What follows belongs to an exercise in optimizing a design on an open flow for small area; a production flow would make more cautious choices. Where RTL was checked, it was by simulation tests only, not by an equivalence proof against the original.

==> branch onyx: inputs <==
## dotProduct
module dotProduct
		(clk, Mem_reset, Comp_reset, Mem_Index_reset, Computing,
		PE_reset, load_old_output, load_from_file, write_to_file,
		input_data_from_file, output_data_from_file, output_data_to_file,
		result, state);
==> module dotProduct, before the edit <==
module dotProduct
		(clk, Mem_reset, Comp_reset, Mem_Index_reset, Computing,
		PE_reset, load_old_output, load_from_file, write_to_file,
		input_data_from_file, output_data_from_file, output_data_to_file,
		result, state);
		input clk, Mem_reset, Comp_reset, Mem_Index_reset, Computing;
		input PE_reset, load_old_output, load_from_file, write_to_file;
		input [15:0] input_data_from_file;
		input [15:0] output_data_from_file;
		output [15:0] output_data_to_file;
		output [15:0] result;
		output [5:0] state;
		reg clr, ls, cs, ws;
		reg [5:0] mic, csc;
		wire mic_lt32 = ~mic[5];
		wire mic_lt33 = ~mic[5] | (mic[4:0] == 5'd0);
		wire csc_lt32 = ~csc[5];
		wire csc_lt35 = ~csc[5] | (csc[4:0] < 5'd3);
		always @(posedge clk) begin
			clr <= Mem_reset;
			ls <= load_from_file | (ls & mic_lt32);
			cs <= Computing | (cs & csc_lt35);
			ws <= write_to_file | (ws & mic_lt33);
			if (Mem_Index_reset)
				mic <= 6'd0;
			else if (ls ? mic_lt32 : (ws & mic_lt33))
				mic <= mic + 6'd1;
			if (Comp_reset)
				csc <= 6'd0;
			else if (cs & csc_lt35)
				csc <= csc + 6'd1;
		end
		assign state = csc;
		reg en_r_ab, en_w_ab, en_r_o, en_w_o;
		reg [4:0] ar_ab, ar_o, aw_o;
		always @(posedge clk) begin
			if (ls) begin
				en_r_ab <= mic_lt32;
				en_w_ab <= mic_lt32;
				ar_ab <= mic[4:0] - 5'd2;
				en_r_o <= mic_lt32;
				en_w_o <= mic_lt32;
				ar_o <= mic[4:0] - 5'd2;
				aw_o <= mic[4:0];
			end else if (ws) begin
				en_r_o <= mic_lt33;
				en_w_o <= 1'b0;
				ar_o <= mic[4:0];
			end else if (cs) begin
				en_r_ab <= csc_lt32 & csc_lt35;
				en_w_ab <= 1'b0;
				ar_ab <= csc[4:0];
				en_r_o <= csc_lt32 & csc_lt35;
				en_w_o <= csc_lt35 & (csc[5:1] != 5'd0) & (csc != 6'd34);
				ar_o <= csc[4:0];
				aw_o <= csc[4:0] - 5'd2;
			end else begin
				en_r_ab <= 1'b0;
				en_w_ab <= 1'b0;
				en_r_o <= 1'b0;
				en_w_o <= 1'b0;
			end
		end
		reg rd_ab, rd_o;
		reg [4:0] ard_ab, ard_o;
		always @(posedge clk) begin
			rd_ab <= en_r_ab;
			rd_o <= en_r_o;
			ard_ab <= ar_ab;
			ard_o <= ar_o;
		end
		wire [15:0] wd_ab = clr ? 16'd0 : input_data_from_file;
		wire [15:0] wd_o = clr ? 16'd0 : (ls ? output_data_from_file : result);
		reg [15:0] mem_ab [0:31];
		reg [15:0] mem_o [0:31];
		genvar i;
		generate
			for (i = 0; i < 32; i = i + 1) begin : row
				always @(posedge clk) begin
					if (clr | (en_w_ab & (aw_o == i)))
						mem_ab[i] <= wd_ab;
					if (clr | (en_w_o & (aw_o == i)))
						mem_o[i] <= wd_o;
				end
			end
		endgenerate
		reg [15:0] q_ab, q_o;
		integer k;
		always @* begin
			q_ab = 16'd0;
			q_o = 16'd0;
			for (k = 0; k < 32; k = k + 1) begin
				q_ab = q_ab | (mem_ab[k] & {16{rd_ab & (ard_ab == k)}});
				q_o = q_o | (mem_o[k] & {16{rd_o & (ard_o == k)}});
			end
		end
		assign output_data_to_file = q_o;
		wire [15:0] prod;
		multiplier #(.Data_Width(8)) mul (.in_data0(q_ab[7:0]), .in_data1(q_ab[15:8]), .out_data(prod));
		reg [15:0] acc;
		always @(posedge clk) begin
			if (PE_reset)
				acc <= 16'd0;
			else
				acc <= prod + (q_o & {16{load_old_output}});
		end
		assign result = acc;
endmodule
make LEC_CHECK=0 CAP_MARGIN=0 CORE_MARGIN=2 CORE_UTILIZATION=60 CTS_CLUSTER_DIAMETER=150 CTS_CLUSTER_SIZE=30 PLACE_DENSITY=0.75 SLEW_MARGIN=0 finish   # period 10.0 ns
run.sh (not shown) runs the stock make flow with config.mk's settings and CLKGATE_MAP_FILE= SYNTH_SCRIPT=/design/flow/synth_recipe.tcl, a recipe that flattens the netlist after the stock synthesis.
==> branch amber: changes against branch onyx <==
--- a/flow/design.v
+++ b/flow/design.v
@@ -77,4 +77,5 @@
 			ard_o <= ar_o;
 		end
+		wire [4:0] aw_ab = ar_ab + 5'd2;
 		wire [15:0] wd_ab = clr ? 16'd0 : input_data_from_file;
 		wire [15:0] wd_o = clr ? 16'd0 : (ls ? output_data_from_file : result);
@@ -85,5 +86,5 @@
 			for (i = 0; i < 32; i = i + 1) begin : row
 				always @(posedge clk) begin
-					if (clr | (en_w_ab & (aw_o == i)))
+					if (clr | (en_w_ab & (aw_ab == i)))
 						mem_ab[i] <= wd_ab;
 					if (clr | (en_w_o & (aw_o == i)))
@@ -109,6 +110,8 @@
 			if (PE_reset)
 				acc <= 16'd0;
+			else if (load_old_output)
+				acc <= q_o + prod;
 			else
-				acc <= prod + (q_o & {16{load_old_output}});
+				acc <= prod;
 		end
 		assign result = acc;
Settings changed: CAP_MARGIN 0 to 20, CORE_UTILIZATION 60 to 40, CTS_CLUSTER_DIAMETER 150 to unset, CTS_CLUSTER_SIZE 30 to unset, PLACE_DENSITY 0.75 to 0.6, SLEW_MARGIN 0 to 20.
==> summary of the runs <==
Fmax: branch onyx is larger than branch amber (12%).
Against branch onyx, the register-to-register slack of branch amber is lower by 860 ps.
Against branch amber, the synthesized cell count of branch onyx is lower by 4.2%.
In branch amber the synthesized area is larger than in branch onyx, by about 1.8%.
Between branch amber and branch onyx, the lower cell count is in branch onyx (gap 18%, measured against branch onyx).
In branch onyx the sequential share of layout area is higher than in branch amber, by 4.8 points.
Of branch onyx and branch amber, branch amber has the higher die area (gap about 34%, measured against branch amber).
In flip-flop and latch count, branch onyx and branch amber do not differ.
Against branch onyx, the first-iteration DRC count of branch amber is lower by about 16%.
Function not checked in branch onyx: the RTL went through the layout flow alone.

========
==> quartz: inputs <==
==> flow/design.v <==
module multiplier
		#(parameter Data_Width = 8)
		(in_data0, in_data1, out_data);
		input [Data_Width-1:0] in_data0, in_data1;
		output [Data_Width*2-1:0] out_data;
		assign out_data = in_data0 * in_data1;
endmodule
module dotProduct
		(clk, Mem_reset, Comp_reset, Mem_Index_reset, Computing,
		PE_reset, load_old_output, load_from_file, write_to_file,
		input_data_from_file, output_data_from_file, output_data_to_file,
		result, state);
		input clk, Mem_reset, Comp_reset, Mem_Index_reset, Computing;
		input PE_reset, load_old_output, load_from_file, write_to_file;
		input [15:0] input_data_from_file;
		input [15:0] output_data_from_file;
		output [15:0] output_data_to_file;
		output [15:0] result;
		output [5:0] state;
		reg clr, ls, cs, ws;
		reg [5:0] mic, csc;
		wire mic_lt32 = ~mic[5];
		wire mic_lt33 = ~mic[5] | (mic[4:0] == 5'd0);
		wire csc_lt32 = ~csc[5];
		wire csc_lt35 = ~csc[5] | (csc[4:0] < 5'd3);
		always @(posedge clk) begin
			clr <= Mem_reset;
			ls <= load_from_file | (ls & mic_lt32);
			cs <= Computing | (cs & csc_lt35);
			ws <= write_to_file | (ws & mic_lt33);
			if (Mem_Index_reset)
				mic <= 6'd0;
			else if (ls ? mic_lt32 : (ws & mic_lt33))
				mic <= mic + 6'd1;
			if (Comp_reset)
				csc <= 6'd0;
			else if (cs & csc_lt35)
				csc <= csc + 6'd1;
		end
		assign state = csc;
		reg en_r_ab, en_w_ab, en_r_o, en_w_o;
		reg [4:0] ar_ab, ar_o, aw_o;
		always @(posedge clk) begin
			if (ls) begin
				en_r_ab <= mic_lt32;
				en_w_ab <= mic_lt32;
				ar_ab <= mic[4:0] - 5'd2;
				en_r_o <= mic_lt32;
				en_w_o <= mic_lt32;
				ar_o <= mic[4:0] - 5'd2;
				aw_o <= mic[4:0];
			end else if (ws) begin
				en_r_o <= mic_lt33;
				en_w_o <= 1'b0;
				ar_o <= mic[4:0];
			end else if (cs) begin
				en_r_ab <= csc_lt32 & csc_lt35;
				en_w_ab <= 1'b0;
				ar_ab <= csc[4:0];
				en_r_o <= csc_lt32 & csc_lt35;
				en_w_o <= csc_lt35 & (csc[5:1] != 5'd0) & (csc != 6'd34);
				ar_o <= csc[4:0];
				aw_o <= csc[4:0] - 5'd2;
			end else begin
				en_r_ab <= 1'b0;
				en_w_ab <= 1'b0;
				en_r_o <= 1'b0;
				en_w_o <= 1'b0;
			end
		end
		reg rd_ab, rd_o;
		reg [4:0] ard_ab, ard_o;
		always @(posedge clk) begin
			rd_ab <= en_r_ab;
			rd_o <= en_r_o;
			ard_ab <= ar_ab;
			ard_o <= ar_o;
		end
		wire [15:0] wd_ab = clr ? 16'd0 : input_data_from_file;
		wire [15:0] wd_o = clr ? 16'd0 : (ls ? output_data_from_file : result);
		reg [15:0] mem_ab [0:31];
		reg [15:0] mem_o [0:31];
		genvar i;
		generate
			for (i = 0; i < 32; i = i + 1) begin : row
				always @(posedge clk) begin
					if (clr | (en_w_ab & (aw_o == i)))
						mem_ab[i] <= wd_ab;
					if (clr | (en_w_o & (aw_o == i)))
						mem_o[i] <= wd_o;
				end
			end
		endgenerate
		reg [15:0] q_ab, q_o;
		integer k;
		always @* begin
			q_ab = 16'd0;
			q_o = 16'd0;
			for (k = 0; k < 32; k = k + 1) begin
				q_ab = q_ab | (mem_ab[k] & {16{rd_ab & (ard_ab == k)}});
				q_o = q_o | (mem_o[k] & {16{rd_o & (ard_o == k)}});
			end
		end
		assign output_data_to_file = q_o;
		wire [15:0] prod;
		multiplier #(.Data_Width(8)) mul (.in_data0(q_ab[7:0]), .in_data1(q_ab[15:8]), .out_data(prod));
		reg [15:0] acc;
		always @(posedge clk) begin
			if (PE_reset)
				acc <= 16'd0;
			else
				acc <= prod + (q_o & {16{load_old_output}});
		end
		assign result = acc;
endmodule
==> flow/run.sh <==
#!/bin/bash
# synth_recipe.tcl (not shown) runs the flow's synth.tcl, then flattens the netlist and writes it again
# the make line also repeats each setting of config.mk as NAME=value (left out here)
make -C /OpenROAD-flow-scripts/flow DESIGN_CONFIG=/design/flow/config.mk WORK_HOME=/design/flow/orfs CLKGATE_MAP_FILE= SYNTH_SCRIPT=/design/flow/synth_recipe.tcl finish
==> flow/config.mk <==
export PLATFORM = sky130hd
export DESIGN_NAME = dotProduct
export DESIGN_NICKNAME = dotProduct
export VERILOG_FILES = /design/flow/design.v
export SDC_FILE = /design/flow/constraint.sdc
export NUM_CORES = 4
export LEC_CHECK = 0
export CAP_MARGIN = 0
export CORE_MARGIN = 2
export CORE_UTILIZATION = 40
export CTS_CLUSTER_DIAMETER = 150
export CTS_CLUSTER_SIZE = 30
export GPL_TIMING_DRIVEN = 0
export PLACE_DENSITY = 0.6
export SLEW_MARGIN = 0
==> flow/constraint.sdc <==
create_clock -name core_clock -period 10.0 [get_ports {clk}]
set_input_delay 2.0000 -clock core_clock [delete_from_list [all_inputs] [get_ports {clk}]]
set_output_delay 2.0000 -clock core_clock [all_outputs]
set_load 0.01 [all_outputs]
==> inputs of yarrow, as changes to quartz <==
--- a/flow/design.v
+++ b/flow/design.v
@@ -76,6 +76,7 @@
 			ard_ab <= ar_ab;
 			ard_o <= ar_o;
 		end
+		wire [4:0] aw_ab = ar_ab + 5'd2;
 		wire [15:0] wd_ab = clr ? 16'd0 : input_data_from_file;
 		wire [15:0] wd_o = clr ? 16'd0 : (ls ? output_data_from_file : result);
 		reg [15:0] mem_ab [0:31];
@@ -84,7 +85,7 @@
 		generate
 			for (i = 0; i < 32; i = i + 1) begin : row
 				always @(posedge clk) begin
-					if (clr | (en_w_ab & (aw_o == i)))
+					if (clr | (en_w_ab & (aw_ab == i)))
 						mem_ab[i] <= wd_ab;
 					if (clr | (en_w_o & (aw_o == i)))
 						mem_o[i] <= wd_o;
@@ -108,8 +109,10 @@
 		always @(posedge clk) begin
 			if (PE_reset)
 				acc <= 16'd0;
+			else if (load_old_output)
+				acc <= q_o + prod;
 			else
-				acc <= prod + (q_o & {16{load_old_output}});
+				acc <= prod;
 		end
 		assign result = acc;
 endmodule
Settings changed: CAP_MARGIN 0 to 20, CORE_UTILIZATION 40 to 55, CTS_BUF_LIST set to sky130_fd_sc_hd__clkbuf_4 sky130_fd_sc_hd__clkbuf_8, CTS_CLUSTER_DIAMETER 150 to unset, CTS_CLUSTER_SIZE 30 to unset, GPL_TIMING_DRIVEN 0 to unset, PLACE_DENSITY 0.6 to 0.7, SLEW_MARGIN 0 to 20.
==> flow_summary.toml <==
[power_and_ir_drop]
p_per_area_mw_per_mm2 = 259
internal_power_w = 0.00873

[timing]
period_needed_ps = 8060
holdWs_ps = 336
slew_headroom_pct = 21.9
worst_slew_pin_slew_ps = 1170

[status]
outcome = "timing/DRC/antenna clean"

[cells_and_area]
buffers_excl_clock = 196

[synth]
synth_cell_types = 63

[global_route]
grt_util_all_layers_pct = 33.6

[placement]
place_ws_ps = 2130
# the run above: yarrow

==> flow_summary.toml <==
[status]
outcome = "timing/DRC/antenna clean"

[cells_and_area]
final_cell_mix = "edfxtp_1 (1,040), a22oi_1 (494), nor2_1 (133), nand4_1 (119), clkbuf_1 (112)"
buffers_excl_clock = 206

[power_and_ir_drop]
internal_power_w = 0.00699
p_per_area_mw_per_mm2 = 212

[timing]
worst_slew_pin_slew_ps = 1470
holdWs_ps = 351
period_needed_ps = 7910

[placement]
place_ws_ps = 2260

[die]
fp.dieArea_mm2 = 0.108

[synth]
synth_cell_types = 59

[global_route]
grt_overflow_total = 0
# the run above: quartz

For quartz, only the layout was checked, not whether the RTL still works.

-- port drivers added, routing unchanged --
In the flow no input, the clock included, has a driving cell. The finished layouts below were timed again as built, in two steps.
Step 1, drivers: a clkbuf_16 drives clk and a buf_2 each remaining input, both assumed.
Step 2, shift: input delay + t, output delay - t, t = (earliest + latest rising clock arrival at the registers) / 2. This alone moves slack from input paths to output paths.
a / b / c = ideal / step 1 / step 2; a / b = the first two.
| run | t (ns) | setup WS [ns] | hold slack, ns | worst setup path after step 2 | clock arrival spread, ns |
|---|---|---|---|---|---|
| branch onyx | 0.696 | 2.889 / 2.889 / 2.712 | 0.353 / 0.353 / 0.353 | input to register | 0.051 / 0.051 |
| branch amber | 0.748 | 2.026 / 2.026 / 2.026 | 0.332 / 0.332 / 0.332 | register to register | 0.042 / 0.042 |
| quartz | 0.715 | 2.091 / 2.091 / 2.091 | 0.351 / 0.351 / 0.351 | register to register | 0.046 / 0.046 |
| yarrow | 0.889 | 1.936 / 1.936 / 1.936 | 0.336 / 0.336 / 0.336 | register to register | 0.071 / 0.070 |
After both steps setup and hold are still met in every run listed. For branch onyx, which loses most, drivers alone change the setup slack by 0.000 ns; drivers and shift together by -0.177 ns.
